Context: an optimization exercise on an open-source flow, tuned for small area. The choices shown serve that exercise and are no tape-out recipe. No activity file was given, so power comes from the tool's default toggle rates.

==> flow/design.v <==
module sent_rx(
	input clk,
	input reset,
	input data_pulse,
	output reg locked,
	output reg [7:0] tick_len,
	output reg frame_valid,
	output reg frame_crc_ok,
	output reg [3:0] frame_status,
	output reg [23:0] frame_data,
	output reg [2:0] frame_nibbles,
	output reg serial_valid,
	output reg serial_enhanced,
	output reg serial_config,
	output [7:0] serial_id,
	output [15:0] serial_data
	);
	function [3:0] crc4_step(input [3:0] c, input [3:0] n);
		integer b;
		reg [4:0] t;
		begin
			t = {1'b0, c};
			for (b = 3; b >= 0; b = b - 1) begin
				t = {t[3:0], n[b]};
				if (t[4]) t = t ^ 5'b11101;
			end
			crc4_step = t[3:0];
		end
	endfunction
	reg a;
	reg cal;
	reg [7:0] r;
	reg [7:0] q;
	reg collecting;
	reg [3:0] fc;
	reg frame_end;
	reg [3:0] st_buf;
	reg [23:0] slots;
	reg [3:0] crc;
	reg [3:0] sid_a;
	reg [3:0] sid_b;
	reg [11:0] sdata;
	wire enh_c1 = serial_enhanced & serial_config;
	wire enh_c0 = serial_enhanced & ~serial_config;
	assign serial_id = {sid_a & {4{enh_c0}}, enh_c1 ? sid_a : sid_b};
	assign serial_data = {sid_b & {4{enh_c1}}, sdata};
	reg [16:0] bit3;
	reg [16:0] bit2;
	reg [4:0] count_frame;
	wire fall = a & ~data_pulse;
	wire lock_now = !locked && cal && fall && q != 0;
	wire [7:0] modulus = locked ? tick_len : 8'd56;
	wire [7:0] r_inc = r + 8'd1;
	wire wrap = fall ? (locked ? tick_len == 8'd1 : (cal && q == 8'd1)) : (r_inc == modulus);
	always @(posedge clk) begin
		if (wrap) r <= 8'd0;
		else if (fall) r <= 8'd1;
		else r <= r_inc;
		if (fall) q <= {7'd0, wrap};
		else if (wrap && q != 8'd255) q <= q + 8'd1;
	end
	always @(posedge clk or posedge reset) begin
		if (reset) begin
			a <= 1;
			cal <= 0;
			locked <= 0;
			tick_len <= 0;
			frame_end <= 0;
		end
		else begin
			a <= data_pulse;
			if (fall) cal <= 1;
			if (lock_now) begin
				locked <= 1;
				tick_len <= q;
			end
			frame_end <= locked && collecting && q == 8'd28 && fc >= 4'd3;
		end
	end
	wire is_nib = q >= 8'd12 && q <= 8'd27;
	wire [3:0] nib = q[3:0] + 4'd4;
	always @(posedge clk) begin
		if (lock_now) begin
			collecting <= 1;
			fc <= 0;
		end
		else if (locked) begin
			if (collecting && q == 8'd28) collecting <= 0;
			if (fall) begin
				if (q == 8'd56) begin
					collecting <= 1;
					fc <= 0;
				end
				else if (is_nib) begin
					if (collecting) begin
						if (fc == 4'd8) collecting <= 0;
						else begin
							fc <= fc + 4'd1;
							if (fc == 4'd0) begin
								st_buf <= nib;
								crc <= 4'b0101;
							end
							else begin
								crc <= crc4_step(crc, nib);
								case (fc)
									4'd1: slots[23:20] <= nib;
									4'd2: slots[19:16] <= nib;
									4'd3: slots[15:12] <= nib;
									4'd4: slots[11:8] <= nib;
									4'd5: slots[7:4] <= nib;
									4'd6: slots[3:0] <= nib;
									default: ;
								endcase
							end
						end
					end
				end
				else collecting <= 0;
			end
		end
	end
	wire good = crc == 4'd0;
	wire [2:0] nd = fc[2:0] - 3'd2;
	reg [23:0] mask;
	integer j;
	always @(*) begin
		for (j = 0; j < 6; j = j + 1)
			mask[23 - 4 * j -: 4] = (j < nd) ? 4'hf : 4'h0;
	end
	wire [17:0] bit3_next = {bit3, st_buf[3]};
	wire [17:0] bit2_next = {bit2, st_buf[2]};
	reg [19:0] ts;
	reg valid_short;
	reg [35:0] te;
	reg valid_enh;
	integer p;
	always @(*) begin
		ts = {4'b0101, bit2_next[15:0]};
		for (p = 19; p > 3; p = p - 1)
			if (ts[p]) ts[p -: 5] = ts[p -: 5] ^ 5'b11101;
		valid_short = ts[3:0] == 4'd0;
		te = {6'b010101,
			bit2_next[11], bit3_next[11], bit2_next[10], bit3_next[10],
			bit2_next[9], bit3_next[9], bit2_next[8], bit3_next[8],
			bit2_next[7], bit3_next[7], bit2_next[6], bit3_next[6],
			bit2_next[5], bit3_next[5], bit2_next[4], bit3_next[4],
			bit2_next[3], bit3_next[3], bit2_next[2], bit3_next[2],
			bit2_next[1], bit3_next[1], bit2_next[0], bit3_next[0],
			bit2_next[17:12]};
		for (p = 35; p > 5; p = p - 1)
			if (te[p]) te[p -: 7] = te[p -: 7] ^ 7'b1011001;
		valid_enh = te[5:0] == 6'd0;
	end
	always @(posedge clk) begin
		if (frame_end) begin
			bit3 <= bit3_next[16:0];
			bit2 <= bit2_next[16:0];
		end
	end
	always @(posedge clk or posedge reset) begin
		if (reset) begin
			count_frame <= 5'd14;
			frame_valid <= 0;
			frame_crc_ok <= 0;
			frame_status <= 0;
			frame_data <= 0;
			frame_nibbles <= 0;
			serial_valid <= 0;
			serial_enhanced <= 0;
			serial_config <= 0;
			sid_a <= 0;
			sid_b <= 0;
			sdata <= 0;
		end
		else begin
			frame_valid <= frame_end;
			serial_valid <= 0;
			if (frame_end) begin
				frame_crc_ok <= good;
				frame_status <= st_buf;
				frame_data <= slots & mask;
				frame_nibbles <= nd;
				if (!good) count_frame <= 5'd14;
				else begin
					if (count_frame != 5'd31) count_frame <= count_frame + 5'd1;
					if (count_frame >= 5'd29 && bit3_next[15:0] == 16'h8000 && valid_short) begin
						serial_valid <= 1;
						serial_enhanced <= 0;
						serial_config <= 0;
						sid_a <= bit3_next[9:6];
						sid_b <= bit2_next[15:12];
						sdata <= {4'b0, bit2_next[11:4]};
						count_frame <= 5'd14;
					end
					else if (count_frame == 5'd31 && bit3_next[17:11] == 7'b1111110 && !bit3_next[5] && !bit3_next[0]
						&& valid_enh) begin
						serial_valid <= 1;
						serial_enhanced <= 1;
						serial_config <= bit3_next[10];
						sid_a <= bit3_next[9:6];
						sid_b <= bit3_next[4:1];
						sdata <= bit2_next[11:0];
						count_frame <= 5'd14;
					end
				end
			end
		end
	end
endmodule
clock: 40.0 ns
lec_check: 0
cap_margin: 20
core_margin: 2
core_utilization: 40
slew_margin: 20
standard.sh (not shown) runs the stock make flow with config.mk's settings and CLKGATE_MAP_FILE= SYNTH_SCRIPT=/design/flow/synth_recipe.tcl, a recipe that flattens the netlist after the stock synthesis.
==> flow/flow/run.sh <==
#!/bin/bash
# The standard layout, with the smallest buffer on each port and a clock
# tree of clkbuf_8 without dummy loads. Each tool's output goes to a log here.
set -euo pipefail
export BUFFER_PORTS_ARGS="-buffer_cell sky130_fd_sc_hd__buf_1"
export CTS_ARGS="-sink_clustering_enable -repair_clock_nets -buf_list sky130_fd_sc_hd__clkbuf_8 -dont_use_dummy_load"
bash standard.sh > standard_flow.log 2>&1
Change:
==> flow/flow/run.sh (replaced) <==
#!/bin/bash
# The standard layout, with the smallest buffer on each port and a clock
# tree of clkbuf_8 without dummy loads. Each tool's output goes to a log here.
set -euo pipefail
export BUFFER_PORTS_ARGS="-buffer_cell sky130_fd_sc_hd__buf_1"
export CTS_ARGS="-sink_clustering_enable -repair_clock_nets -buf_list sky130_fd_sc_hd__clkbuf_8 -sink_clustering_size 30 -sink_clustering_max_diameter 100 -dont_use_dummy_load"
bash standard.sh > standard_flow.log 2>&1
Outcome: Global-route usage stays the same; sequential cell count stays the same; utilization does not change; die area stays the same; synthesized area stays the same; via count is unchanged; routed wire length is unchanged; non-clock buffer count does not change.
Change:
==> flow/flow/run.sh (replaced) <==
#!/bin/bash
# The standard layout, with the smallest buffer on each port and a clock
# tree of clkbuf_8 without dummy loads. Each tool's output goes to a log here.
set -euo pipefail
export BUFFER_PORTS_ARGS="-buffer_cell sky130_fd_sc_hd__buf_1"
export CTS_ARGS="-sink_clustering_enable -repair_clock_nets -buf_list sky130_fd_sc_hd__clkbuf_16 -sink_clustering_size 50 -sink_clustering_max_diameter 100 -dont_use_dummy_load"
bash standard.sh > standard_flow.log 2>&1
- The new run completed with no timing, DRC or antenna violations
- utilization came out higher by 1.1 points
- worst hold slack is about the same
- via count is higher slightly
- combinational power is about the same
- cell area climbs by a few percent
- power is higher by roughly a tenth
- wire length barely changes
Function was not checked in any run of this note: the RTL went through the layout flow alone.

[static timing again, ports no longer ideal]
In the flow no input, the clock included, has a driving cell. The finished layouts below were timed again as built, in two steps.
Step 1 sets driving cells, clkbuf_16 on the clock port and buf_2 on the other inputs (assumed; they add their load-dependent delay and slew).
Step 2 moves the port delays by t, midway between the first and last clock arrival at a register: inputs arrive t later, outputs are due t later. That takes back most of the time a late clock gives input paths.
Three values: ideal, step 1, step 2; two values: the first two.
| run | t (ns) | setup WS [ns] | hold WS [ns] | worst slew at a driven data input, ns |
|---|---|---|---|---|
| the first run | 0.483 | 30.057 / 30.075 / 29.592 | 0.449 / 0.449 / 0.449 | 0.03 |
| the second run | 0.483 | 30.057 / 30.075 / 29.592 | 0.449 / 0.449 / 0.449 | 0.03 |
| the third run | 0.461 | 30.040 / 30.060 / 29.599 | 0.451 / 0.451 / 0.451 | 0.03 |
After both steps every run listed still meets setup and hold.
